From an optimization exercise on the open Yosys and OpenROAD flow, aimed at small area; shortcuts taken in it are not production practice.
Function was checked by simulation only, so behaviour that the tests miss may differ from the original.
Power is estimated from default activity; no workload was simulated.

== job 101 ==
## adc_fsm
module adc_fsm ( clk, rst, start_fsm, stop_sampling, samplingInProcess, configInProcess, CSnot, SCLK, SSTRB,
                 DIN, DOUT, ADC_ValueCH1, ADC_ValueCH2, ADC_ValueCH3 , sample_updated );
Settings: LEC_CHECK=0, CAP_MARGIN=20, CORE_MARGIN=2, CORE_UTILIZATION=40, SLEW_MARGIN=20, SYNTH_HIERARCHICAL=1, SYNTH_MINIMUM_KEEP_SIZE=0; clock period 8.0 ns.
standard.sh (not shown) runs the stock make flow with config.mk's settings and CLKGATE_MAP_FILE= SYNTH_SCRIPT=/design/flow/synth_recipe.tcl, a recipe that flattens the netlist after the stock synthesis.
==> flow/flow/run.sh <==
#!/bin/bash
# Standard layout (the standard.sh: ORFS from synthesis to the final layout) with
# two changes to the ORFS defaults:
#  - ports are buffered with the smallest buffer (buf_1);
#  - clock tree synthesis uses the buffers in CTS_BUFS and inserts no dummy loads.
# make's full output goes to flow_make.log in this folder; ORFS's own per-step logs
# are under orfs/logs/.
set -euo pipefail
CTS_BUFS="${CTS_BUFS:-sky130_fd_sc_hd__clkbuf_8}"
export BUFFER_PORTS_ARGS="-buffer_cell sky130_fd_sc_hd__buf_1"
export CTS_ARGS="-sink_clustering_enable -repair_clock_nets -buf_list $CTS_BUFS -dont_use_dummy_load"
bash standard.sh > flow_make.log 2>&1
Job 101 reached the final stage; the timing, design-rule and antenna checks on its layout passed.
Here is what was changed in the inputs of job 102 compared with job 101.
- CORE_UTILIZATION: 40 -> 65
-- flow/flow/run.sh --
<<< job 101, line 8
set -euo pipefail
CTS_BUFS="${CTS_BUFS:-sky130_fd_sc_hd__clkbuf_8}"
export BUFFER_PORTS_ARGS="-buffer_cell sky130_fd_sc_hd__buf_1"
>>> job 102, line 8
set -euo pipefail
CTS_BUFS="sky130_fd_sc_hd__clkbuf_4"
export BUFFER_PORTS_ARGS="-buffer_cell sky130_fd_sc_hd__buf_1"
Notes after the runs:
Diff job 101 -> job 102: total number of vias now sits higher, global-route wire length before repair now smaller. As of job 102, wire length had fallen by a few percent compared to job 101. The final reports for job 102 and job 101 show worst hold slack lower in the former. Going from job 101 to job 102, combined global-route utilization of all metal layers grows by 7.6 points.

---

Setup of run 1:
The RTL this note starts from:
==> flow/design.v <==
`timescale 1ns / 1ps
module adc_fsm ( clk, rst, start_fsm, stop_sampling, samplingInProcess, configInProcess, CSnot, SCLK, SSTRB,
                 DIN, DOUT, ADC_ValueCH1, ADC_ValueCH2, ADC_ValueCH3 , sample_updated );
input             clk;
input             rst;
input             start_fsm;
input             stop_sampling;
input             DOUT;
output            SSTRB;
output            DIN;
output            SCLK;
output            CSnot;
output            samplingInProcess;
output            configInProcess;
output reg [15:0] ADC_ValueCH1;
output reg [15:0] ADC_ValueCH2;
output reg [15:0] ADC_ValueCH3;
output            sample_updated;
localparam [3:0] J_A   = 4'b0000,
                 J_B   = 4'b0100,
                 J_C1F = 4'b1101,
                 J_S1  = 4'b0001;
localparam [6:0] T_DONE = 7'd34,
                 T_IDLE = 7'd35,
                 T_W0   = 7'd36,
                 T_W1   = 7'd37,
                 T_CEND = 7'd125,
                 T_LAST = 7'd127;
reg  [3:0] js;
reg  [6:0] t;
reg  [2:0] cw;        
wire       pend = js[3];
wire       cfg  = js[2];
wire [1:0] ch   = js[1:0];
wire       ch3  = (ch == 2'd3);
wire done_spi = (t == T_DONE);
wire waiting  = (t >= T_W0);
wire last     = (t == T_LAST);
wire smp      = ~pend & ~cfg & (ch != 2'd0);      
wire conf     = cfg & (ch != 2'd0);               
always @(posedge clk)
  if (rst)
    js <= J_A;
  else if (stop_sampling)
    js <= pend ? {2'b10, ch} : J_A;
  else if (pend & ~cfg)                           
    js <= start_fsm ? J_B : J_A;
  else if (js == J_A)
    js <= start_fsm ? J_B : J_A;
  else if (js == J_B)
    js <= J_C1F;
  else if (done_spi & ~ch3)                       
    js <= {cfg, cfg, ch + 2'd1};
  else if (done_spi)                              
    js <= {1'b0, cfg, 2'b11};
  else if (last)
    js <= J_S1;
  else
    js <= {1'b0, js[2:0]};
assign configInProcess   = conf;
assign samplingInProcess = smp;
assign sample_updated    = (t == T_W1);
assign SSTRB             = 1'b0;
wire idle  = (t == T_IDLE) | done_spi;
wire sts   = smp & (t == T_IDLE);
wire start = idle & (pend | sts);
always @(posedge clk)
  if (rst)
    t <= T_IDLE;
  else if (idle)
    t <= start ? 7'd0 :
         (done_spi & ~stop_sampling & ch3 & ~pend & ~cfg) ? T_W0 :
         (done_spi & ~stop_sampling & ch3 & cfg) ? T_CEND : T_IDLE;
  else if ((waiting & stop_sampling) | last)
    t <= T_IDLE;
  else
    t <= t + 7'd1;
always @(posedge clk)
  if (idle)
    cw <= {pend, ch};
wire t_end = (t == 7'd32) | (t == 7'd33);    
assign SCLK  = (t >= 7'd1) & (t <= 7'd32);
reg nq;
assign DIN   = nq & (t <= 7'd8);
assign CSnot = (t >= 7'd34) | (t_end & nq);
always @(negedge clk)
  nq <= ~rst & ((t == 7'd0) | ((t == 7'd2) & (cw[1:0] == 2'd3)) | ((t == 7'd3) & (cw[1:0] == 2'd2)) |
                ((t == 7'd6) | (t == 7'd7)) & cw[2] | t_end);
wire shift_in = SCLK;
reg        dout_n;    
reg [15:0] ring1, ring2, ring3;
always @(negedge clk)
  dout_n <= DOUT;
always @(posedge clk) begin
  ring1 <= {ring1[14:0], (smp & (ch == 2'd1) & shift_in) ? dout_n : ring1[15]};
  ring2 <= {ring2[14:0], (smp & (ch == 2'd2) & shift_in) ? dout_n : ring2[15]};
  ring3 <= {ring3[14:0], (smp & ch3 & shift_in) ? dout_n : ring3[15]};
end
wire [2:0] ld_g, ld_h;
wire w0 = (t == T_W0);
adc_fsm_load u_load1 (.ld(w0), .rst(rst), .ld_g(ld_g[0]), .ld_h(ld_h[0]));
adc_fsm_load u_load2 (.ld(w0), .rst(rst), .ld_g(ld_g[1]), .ld_h(ld_h[1]));
adc_fsm_load u_load3 (.ld(w0), .rst(rst), .ld_g(ld_g[2]), .ld_h(ld_h[2]));
wire [15:0] ch1_new = {ring1[9:0], ring1[15:10]};
wire [15:0] ch2_new = {ring2[5:0], ring2[15:6]};
wire [15:0] ch3_new = {ring3[1:0], ring3[15:2]};
always @(posedge clk) begin
  ADC_ValueCH1 <= ({16{ld_g[0]}} & ch1_new) | ({16{ld_h[0]}} & ADC_ValueCH1);
  ADC_ValueCH2 <= ({16{ld_g[1]}} & ch2_new) | ({16{ld_h[1]}} & ADC_ValueCH2);
  ADC_ValueCH3 <= ({16{ld_g[2]}} & ch3_new) | ({16{ld_h[2]}} & ADC_ValueCH3);
end
endmodule
module adc_fsm_load ( ld, rst, ld_g, ld_h );
input        ld;
input        rst;
output       ld_g;
output       ld_h;
assign ld_g = ld & ~rst;
assign ld_h = ~ld & ~rst;
endmodule
export LEC_CHECK = 0
export CAP_MARGIN = 0
export CORE_MARGIN = 2
export CORE_UTILIZATION = 65
export SLEW_MARGIN = 0
export SYNTH_HIERARCHICAL = 1
export SYNTH_MINIMUM_KEEP_SIZE = 0
create_clock -name core_clock -period 8.0 [get_ports {clk}]
==> flow/flow/run.sh <==
#!/bin/bash
# Layout flow: the standard.sh (ORFS from synthesis to the final layout) with
#  - synthesis: the standard synthesis script, but ABC maps the combinational
#    logic with an area-oriented script (flow/my_synth.tcl, flow/abc_area.script);
#  - ports buffered with the smallest buffer (buf_1);
#  - clock tree synthesis with CTS_BUFS and no dummy loads.
# make's full output goes to flow_make.log in this folder; ORFS's per-step logs are
# under orfs/logs/.
set -euo pipefail
HERE="$(cd "$(dirname "${BASH_SOURCE[0]}")" && pwd)"
CTS_BUFS="sky130_fd_sc_hd__clkbuf_8"
export BUFFER_PORTS_ARGS="-buffer_cell sky130_fd_sc_hd__buf_1"
export CTS_ARGS="-sink_clustering_enable -repair_clock_nets -buf_list $CTS_BUFS -dont_use_dummy_load"
bash standard.sh SYNTH_SCRIPT="$HERE/my_synth.tcl" finish > flow_make.log 2>&1
==> flow/flow/abc_area.script <==
&get -n
&st
&deepsyn -T 60 -S 5
&dch -f
&nf -a -R 1000
&put
==> flow/flow/my_synth.tcl <==
# The standard synthesis (synth_recipe.tcl, in the folder above) with two changes
# to the mapping of the combinational logic, neither of which touches the registers
# (dfflibmap, and everything before it, is exactly the standard synthesis's):
#  - adders are not pre-mapped to half/full adder cells (ADDER_MAP_FILE empty), so ABC
#    maps the counter's incrementer with the rest of the logic;
#  - ABC uses the area-oriented script abc_area.script beside this file instead of
#    ORFS's speed script.
set my_flow_dir [file dirname [file normalize [info script]]]
set ::env(ADDER_MAP_FILE) ""
proc abc {args} {
  set i [lsearch -exact $args -script]
  if {$i >= 0} { lset args [expr {$i + 1}] [file join $::my_flow_dir abc_area.script] }
  yosys abc {*}$args
}
source [file join $my_flow_dir .. synth_recipe.tcl]
Run 1 closes out successfully: all stages finished, all timing, DRC and antenna checks passed.
### run 1 -> run 2
diff --git a/flow/flow/run.sh b/flow/flow/run.sh
--- a/flow/flow/run.sh
+++ b/flow/flow/run.sh
@@ -4 +4 @@
-#    logic with an area-oriented script (flow/my_synth.tcl, flow/abc_area.script);
+#    logic with an area-oriented script, best of several seeds (flow/my_synth.tcl);
diff --git a/flow/flow/my_synth.tcl b/flow/flow/my_synth.tcl
--- a/flow/flow/my_synth.tcl
+++ b/flow/flow/my_synth.tcl
@@ -6,2 +6,3 @@
-#  - ABC uses the area-oriented script abc_area.script beside this file instead of
-#    ORFS's speed script.
+#  - ABC uses an area-oriented script (deepsyn, then area mapping) instead of ORFS's
+#    speed script. deepsyn is a randomised search: the mapping is run with each seed
+#    in my_seeds, and the seed giving the smallest cell area is used.
@@ -8,0 +10 @@
+set my_seeds {1 2 3 5 7}
@@ -9,0 +12,18 @@
+
+proc my_abc_script {seed} {
+  set f [file join $::env(OBJECTS_DIR) abc_area_$seed.script]
+  set fh [open $f w]
+  puts $fh "&get -n\n&st\n&deepsyn -J 2000 -T 900 -S $seed\n&dch -f\n&nf -a -R 1000\n&put"
+  close $fh
+  return $f
+}
+
+proc my_area {} {
+  set f [file join $::env(OBJECTS_DIR) abc_area_stat.txt]
+  yosys tee -q -o $f stat -liberty [lindex $::env(LIB_FILES) 0]
+  set fh [open $f r]; set txt [read $fh]; close $fh
+  set total 0.0
+  foreach {m a} [regexp -all -inline {Chip area for module [^:]*: ([0-9.]+)} $txt] { set total [expr {$total + $a}] }
+  return $total
+}
+
@@ -12 +32,14 @@
-  if {$i >= 0} { lset args [expr {$i + 1}] [file join $::my_flow_dir abc_area.script] }
+  if {$i < 0} { yosys abc {*}$args; return }
+  yosys design -save my_pre_abc
+  set best_seed [lindex $::my_seeds 0]; set best_area 1e12
+  foreach seed $::my_seeds {
+    yosys design -load my_pre_abc
+    set a $args; lset a [expr {$i + 1}] [my_abc_script $seed]
+    yosys abc {*}$a
+    set area [my_area]
+    puts "my_synth: deepsyn seed $seed area $area"
+    if {$area < $best_area} { set best_area $area; set best_seed $seed }
+  }
+  puts "my_synth: using seed $best_seed (area $best_area)"
+  yosys design -load my_pre_abc
+  lset args [expr {$i + 1}] [my_abc_script $best_seed]
@@ -14,0 +48 @@
+
removed: flow/flow/abc_area.script
### Flow results
- Wire length was lower in run 2 than in run 1.
- Hold slack: run 1 vs run 2 — no meaningful difference
- Compared with run 1, in run 2 final instance area has decreased; signed area change from the synthesized netlist to the final layout has remained practically unchanged; share of total power in the clock network has decreased; combinational share of power has increased.
- Looking only at met2 usage in global routing, and setting everything else aside, the higher value of run 2 and run 1 goes to run 1.
- Run 1 has a lower met1 global-route usage than run 2.
- Lower synthesized-area fraction occupied by ao, oa, aoi and oai cells was reported by run 2, not run 1.
Inputs modified between run 2 and run 3:
diff --git a/flow/flow/run.sh b/flow/flow/run.sh
--- a/flow/flow/run.sh
+++ b/flow/flow/run.sh
@@ -4 +4 @@
-#    logic with an area-oriented script, best of several seeds (flow/my_synth.tcl);
+#    logic with an area-oriented script (flow/my_synth.tcl, flow/abc_area.script);
==> flow/flow/abc_area.script (new file) <==
&get -n
&st
&deepsyn -J 2000 -T 900 -S 5
&dch -f
&nf -a -R 1000
&put
==> flow/flow/my_synth.tcl <==
# The standard synthesis (synth_recipe.tcl, in the folder above) with two changes
# to the mapping of the combinational logic, neither of which touches the registers
# (dfflibmap, and everything before it, is exactly the standard synthesis's):
#  - adders are not pre-mapped to half/full adder cells (ADDER_MAP_FILE empty), so ABC
#    maps the counter's incrementer with the rest of the logic;
#  - ABC uses the area-oriented script abc_area.script beside this file instead of
#    ORFS's speed script.
set my_flow_dir [file dirname [file normalize [info script]]]
set ::env(ADDER_MAP_FILE) ""
proc abc {args} {
  set i [lsearch -exact $args -script]
  if {$i >= 0} { lset args [expr {$i + 1}] [file join $::my_flow_dir abc_area.script] }
  yosys abc {*}$args
}
source [file join $my_flow_dir .. synth_recipe.tcl]
### Flow results
- Run 3 did not stop at any stage, and its layout met the timing, design-rule and antenna checks.
- Against run 2, first-pass GRT wire length in run 3 rose slightly.
- Going from run 2 to run 3, wire length went up 1.9%; signal arrival time at the worst endpoint increased 0.35 ns; fraction of final layout cells sized beyond drive strength 1 barely changed; sequential cell count ~0 delta.
